Context: an optimization exercise on an open-source flow, tuned for small area. The choices shown serve that exercise and are no tape-out recipe. In this exercise RTL edits were held to simulation tests only and were not proved equivalent to the original. No driver is modelled on the clock port, so clock power and skew are understated where the tree is cut down; a real chip needs a root buffer or a tree.

==> flow/design.v (excerpt) <==
module top_led_controller #(
    parameter NUM_LED = 8
)(
    input  wire clk,
    input  wire reset_n,
    input  wire [1:0] pattern_type,
    input  wire [2:0] color,
    input  wire [2:0] speed,
    output wire led_data
);
Size: ~220 cells after synthesis, roughly 11 I/O pins, roughly 0.0023 mm2 of cells after synthesis.
Settings: LEC_CHECK=0, CAP_MARGIN=20, CORE_MARGIN=2, CORE_UTILIZATION=70, PLACE_DENSITY=0.85, SLEW_MARGIN=20; clock period 10.0 ns.
standard.sh (not shown) runs the stock make flow with config.mk's settings and CLKGATE_MAP_FILE= SYNTH_SCRIPT=/design/flow/synth_recipe.tcl, a recipe that flattens the netlist after the stock synthesis.
==> flow/flow/run.sh <==
#!/bin/bash
# Own layout flow:
#  1. the standard synthesis (bash standard.sh synth), unchanged;
#  2. its combinational logic re-mapped by ABC for area, flip-flop cells and
#     their names untouched: several ABC scripts (deep synthesis with fixed
#     seeds and stop rules) are tried, and the smallest result is used whose
#     logic between flip-flops and ports a SAT proof shows equal to the
#     standard synthesis's;
#  3. the standard layout steps with single-drive port buffers and a clock
#     tree of small buffers without dummy loads.
# Each tool's output goes to a log_*.txt file in the work folder.
set -uo pipefail
W=$(pwd)
F=$W/flow
R=$W/orfs/results/$FLOW_PLATFORM/top_led_controller/base
L=$W/orfs/logs/$FLOW_PLATFORM/top_led_controller/base
LIB=$FLOW_HOME/platforms/$FLOW_PLATFORM/lib/sky130_fd_sc_hd__tt_025C_1v80.lib

bash standard.sh synth > $W/log_synth.txt 2>&1 || exit 1
cp $R/1_2_yosys.v $W/std_synth.v

python3 $F/splitlib.py $LIB $W/comb.lib $W/seq.lib > $W/log_splitlib.txt 2>&1 || exit 1
DU=$(grep -o -- "-dont_use [A-Za-z0-9_]*" $L/1_2_yosys.log | sort -u | tr '\n' ' ')
python3 $F/cutff.py $W/seq.lib $W/std_synth.v $W/eq_gold.v gold 2> $W/log_cut_gold.txt

cand() {
    local s=$1 n
    n=$(basename $s .script)
    yosys -p "read_liberty -lib $W/seq.lib; read_liberty $W/comb.lib; read_verilog $W/std_synth.v; hierarchy -top $FLOW_TOP; flatten; opt_clean; abc -script $s -liberty $LIB $DU; opt_clean -purge; hilomap -singleton -hicell sky130_fd_sc_hd__conb_1 HI -locell sky130_fd_sc_hd__conb_1 LO; splitnets; opt_clean -purge; rename -enumerate; tee -o $W/${n}.stat stat -liberty $LIB; write_verilog -noattr -nohex -nodec $W/${n}.v" > $W/log_${n}.txt 2>&1 || return
    python3 $F/cutff.py $W/seq.lib $W/${n}.v $W/eq_${n}.v gate 2> $W/log_cut_${n}.txt || return
    yosys -p "read_liberty $W/comb.lib; read_verilog $W/eq_gold.v $W/eq_${n}.v; hierarchy -check; flatten gold gate; miter -equiv -flatten -make_outputs gold gate miter; hierarchy -top miter; sat -verify -prove trigger 0 miter" > $W/log_eq_${n}.txt 2>&1 || return
    echo "$n $(grep -o "Chip area for module .*: [0-9.]*" $W/${n}.stat | grep -o "[0-9.]*$")" > $W/ok_${n}.txt
}
export -f cand
export W F LIB DU FLOW_TOP
ls $F/abc_*.script | xargs -P ${NUM_CORES:-4} -I{} bash -c 'cand {}'
cat $W/ok_*.txt > $W/log_candidates.txt 2>/dev/null
best=$(sort -k2 -g $W/log_candidates.txt | head -1 | cut -d' ' -f1)
echo "chosen: ${best:-standard}" >> $W/log_candidates.txt
if [ -n "$best" ]; then
    cp $W/${best}.v $R/1_2_yosys.v
    rm -f $R/1_synth.odb $R/1_synth.sdc
fi

PORTBUF="BUFFER_PORTS_ARGS=-buffer_cell sky130_fd_sc_hd__buf_1"
bash standard.sh "$PORTBUF" place > $W/log_place.txt 2>&1 || exit 1

# Clock tree: a few clock buffers straight from the clock port, one per group
# of nearby flip-flops; the first configuration (smallest area first) whose
# estimated clock-pin slew stays under 0.115 ns is used, else TritonCTS.
for cfg in "3 sky130_fd_sc_hd__clkbuf_8" "4 sky130_fd_sc_hd__clkbuf_8" "3 sky130_fd_sc_hd__clkbuf_16"; do
    set -- $cfg
    if LIB=$LIB PLATFORM_DIR=$FLOW_HOME/platforms/$FLOW_PLATFORM IN_ODB=$R/3_place.odb IN_SDC=$R/3_place.sdc \
       NBUF=$1 BUFCELL=$2 MAX_SLEW=0.115 OUT_ODB=$R/4_1_cts.odb OUT_SDC=$W/cts_out.sdc \
       openroad -no_init -exit $F/mcts.tcl > $W/log_cts_$1_$2.txt 2>&1; then
        cp $R/4_1_cts.odb $R/4_cts.odb
        cp $W/cts_out.sdc $R/4_cts.sdc
        echo "clock tree: $cfg" > $W/log_cts_chosen.txt
        break
    fi
    rm -f $R/4_1_cts.odb
done

bash standard.sh "$PORTBUF" \
    CTS_ARGS="-sink_clustering_enable -repair_clock_nets -dont_use_dummy_load -buf_list sky130_fd_sc_hd__clkbuf_4 -sink_clustering_size 30 -sink_clustering_max_diameter 400" \
    finish > $W/log_layout.txt 2>&1 || exit 1
==> flow/flow/abc_ds1_amap.script <==
strash
&get -n
&fraig -x
&put
scorr
dc2
&get -n
&deepsyn -J 300 -T 400 -S 1
&put
dch -f
amap
==> flow/flow/abc_ds1_nf.script <==
strash
&get -n
&fraig -x
&put
scorr
dc2
&get -n
&deepsyn -J 300 -T 400 -S 1
&put
&get -n
&dch -f
&nf -R 1000
&put
==> flow/flow/abc_ds2_amap.script <==
strash
&get -n
&fraig -x
&put
scorr
dc2
&get -n
&deepsyn -J 300 -T 400 -S 2
&put
dch -f
amap
==> flow/flow/abc_ds2_nf.script <==
strash
&get -n
&fraig -x
&put
scorr
dc2
&get -n
&deepsyn -J 300 -T 400 -S 2
&put
&get -n
&dch -f
&nf -R 1000
&put
==> flow/flow/abc_ds3_amap.script <==
strash
&get -n
&fraig -x
&put
scorr
dc2
&get -n
&deepsyn -J 300 -T 400 -S 3
&put
dch -f
amap
==> flow/flow/abc_ds3_nf.script <==
strash
&get -n
&fraig -x
&put
scorr
dc2
&get -n
&deepsyn -J 300 -T 400 -S 3
&put
&get -n
&dch -f
&nf -R 1000
&put
==> flow/flow/abc_ds4_amap.script <==
strash
&get -n
&fraig -x
&put
scorr
dc2
&get -n
&deepsyn -J 300 -T 400 -S 4
&put
dch -f
amap
==> flow/flow/abc_ds4_nf.script <==
strash
&get -n
&fraig -x
&put
scorr
dc2
&get -n
&deepsyn -J 300 -T 400 -S 4
&put
&get -n
&dch -f
&nf -R 1000
&put
==> flow/flow/abc_ds5_amap.script <==
strash
&get -n
&fraig -x
&put
scorr
dc2
&get -n
&deepsyn -J 300 -T 400 -S 5
&put
dch -f
amap
==> flow/flow/abc_ds5_nf.script <==
strash
&get -n
&fraig -x
&put
scorr
dc2
&get -n
&deepsyn -J 300 -T 400 -S 5
&put
&get -n
&dch -f
&nf -R 1000
&put
==> flow/flow/abc_ds6_amap.script <==
strash
&get -n
&fraig -x
&put
scorr
dc2
&get -n
&deepsyn -J 300 -T 400 -S 6
&put
dch -f
amap
==> flow/flow/abc_ds6_nf.script <==
strash
&get -n
&fraig -x
&put
scorr
dc2
&get -n
&deepsyn -J 300 -T 400 -S 6
&put
&get -n
&dch -f
&nf -R 1000
&put
==> flow/flow/abc_ds7_amap.script <==
strash
&get -n
&fraig -x
&put
scorr
dc2
&get -n
&deepsyn -J 300 -T 400 -S 7
&put
dch -f
amap
==> flow/flow/abc_ds7_nf.script <==
strash
&get -n
&fraig -x
&put
scorr
dc2
&get -n
&deepsyn -J 300 -T 400 -S 7
&put
&get -n
&dch -f
&nf -R 1000
&put
==> flow/flow/abc_ds8_amap.script <==
strash
&get -n
&fraig -x
&put
scorr
dc2
&get -n
&deepsyn -J 300 -T 400 -S 8
&put
dch -f
amap
==> flow/flow/abc_ds8_nf.script <==
strash
&get -n
&fraig -x
&put
scorr
dc2
&get -n
&deepsyn -J 300 -T 400 -S 8
&put
&get -n
&dch -f
&nf -R 1000
&put
Other scripts of this flow, unchanged in this note and not shown: flow/flow/abc_c2amap.script, flow/flow/abc_c2nf.script, flow/flow/cutff.py, flow/flow/mcts.tcl, flow/flow/splitlib.py
The first run completed without violations.
Edit:
--- a/flow/flow/run.sh
+++ b/flow/flow/run.sh
@@ -3,8 +3,6 @@
 #  1. the standard synthesis (bash standard.sh synth), unchanged;
 #  2. its combinational logic re-mapped by ABC for area, flip-flop cells and
-#     their names untouched: several ABC scripts (deep synthesis with fixed
-#     seeds and stop rules) are tried, and the smallest result is used whose
-#     logic between flip-flops and ports a SAT proof shows equal to the
-#     standard synthesis's;
+#     their names untouched; a candidate is used only if a SAT proof shows its
+#     logic between flip-flops and ports equals the standard synthesis's;
 #  3. the standard layout steps with single-drive port buffers and a clock
 #     tree of small buffers without dummy loads.
@@ -32,7 +30,8 @@
     echo "$n $(grep -o "Chip area for module .*: [0-9.]*" $W/${n}.stat | grep -o "[0-9.]*$")" > $W/ok_${n}.txt
 }
-export -f cand
-export W F LIB DU FLOW_TOP
-ls $F/abc_*.script | xargs -P ${NUM_CORES:-4} -I{} bash -c 'cand {}'
+for s in $F/abc_*.script; do
+    cand $s &
+done
+wait
 cat $W/ok_*.txt > $W/log_candidates.txt 2>/dev/null
 best=$(sort -k2 -g $W/log_candidates.txt | head -1 | cut -d' ' -f1)
==> flow/flow/abc_ds1_nf.script (replaced) <==
strash
&get -n
&fraig -x
&put
scorr
dc2
&get -n
&deepsyn -T 120 -S 1
&put
&get -n
&dch -f
&nf -R 1000
&put
==> flow/flow/abc_ds2_nf.script (replaced) <==
strash
&get -n
&fraig -x
&put
scorr
dc2
&get -n
&deepsyn -T 120 -S 2
&put
&get -n
&dch -f
&nf -R 1000
&put
==> flow/flow/abc_ds3_nf.script (replaced) <==
strash
&get -n
&fraig -x
&put
scorr
dc2
&get -n
&deepsyn -T 120 -S 3
&put
&get -n
&dch -f
&nf -R 1000
&put
==> flow/flow/abc_ds4_nf.script (replaced) <==
strash
&get -n
&fraig -x
&put
scorr
dc2
&get -n
&deepsyn -T 120 -S 4
&put
&get -n
&dch -f
&nf -R 1000
&put
==> flow/flow/abc_ds5_amap.script (replaced) <==
strash
&get -n
&fraig -x
&put
scorr
dc2
&get -n
&deepsyn -T 120 -S 5
&put
dch -f
amap
==> flow/flow/abc_ds6_amap.script (replaced) <==
strash
&get -n
&fraig -x
&put
scorr
dc2
&get -n
&deepsyn -T 120 -S 6
&put
dch -f
amap
removed: flow/flow/abc_ds1_amap.script
removed: flow/flow/abc_ds2_amap.script
removed: flow/flow/abc_ds3_amap.script
removed: flow/flow/abc_ds4_amap.script
removed: flow/flow/abc_ds5_nf.script
removed: flow/flow/abc_ds6_nf.script
removed: flow/flow/abc_ds7_amap.script
removed: flow/flow/abc_ds7_nf.script
removed: flow/flow/abc_ds8_amap.script
removed: flow/flow/abc_ds8_nf.script
First-iteration DRC count came out higher by 98%.
Register-to-register slack improved by 0.03 ns.
Worst setup slack gains 0.031 ns.
In every run of this note, the design's own scripts or RTL, not TritonCTS, make the clock network.

-- what the ideal ports hide --
How much do the figures lean on ideal ports? The routed layouts below were timed once more, with nothing changed but the port constraints.
Step 1 assumes that a clkbuf_16 drives the clock port and a buf_2 every other input.
Step 2 times the ports against the registers' clock, not the clock port: input delays grow and output delays shrink by t, the midpoint of the rising clock arrivals with the driver on.
a / b / c = ideal ports / drivers / drivers and shift; a / b = the first two.
run	shift t [ns]	slack for setup (ns)	worst setup path after step 2	latest minus earliest clock arrival (ns)	worst slew at a driven data input, ns
the first run	0.206	6.723 / 6.723 / 6.723	register to register	0.009 / 0.009	0.03
the second run	0.206	6.754 / 6.754 / 6.754	register to register	0.012 / 0.012	0.03
After both steps setup and hold are still met in every run listed.
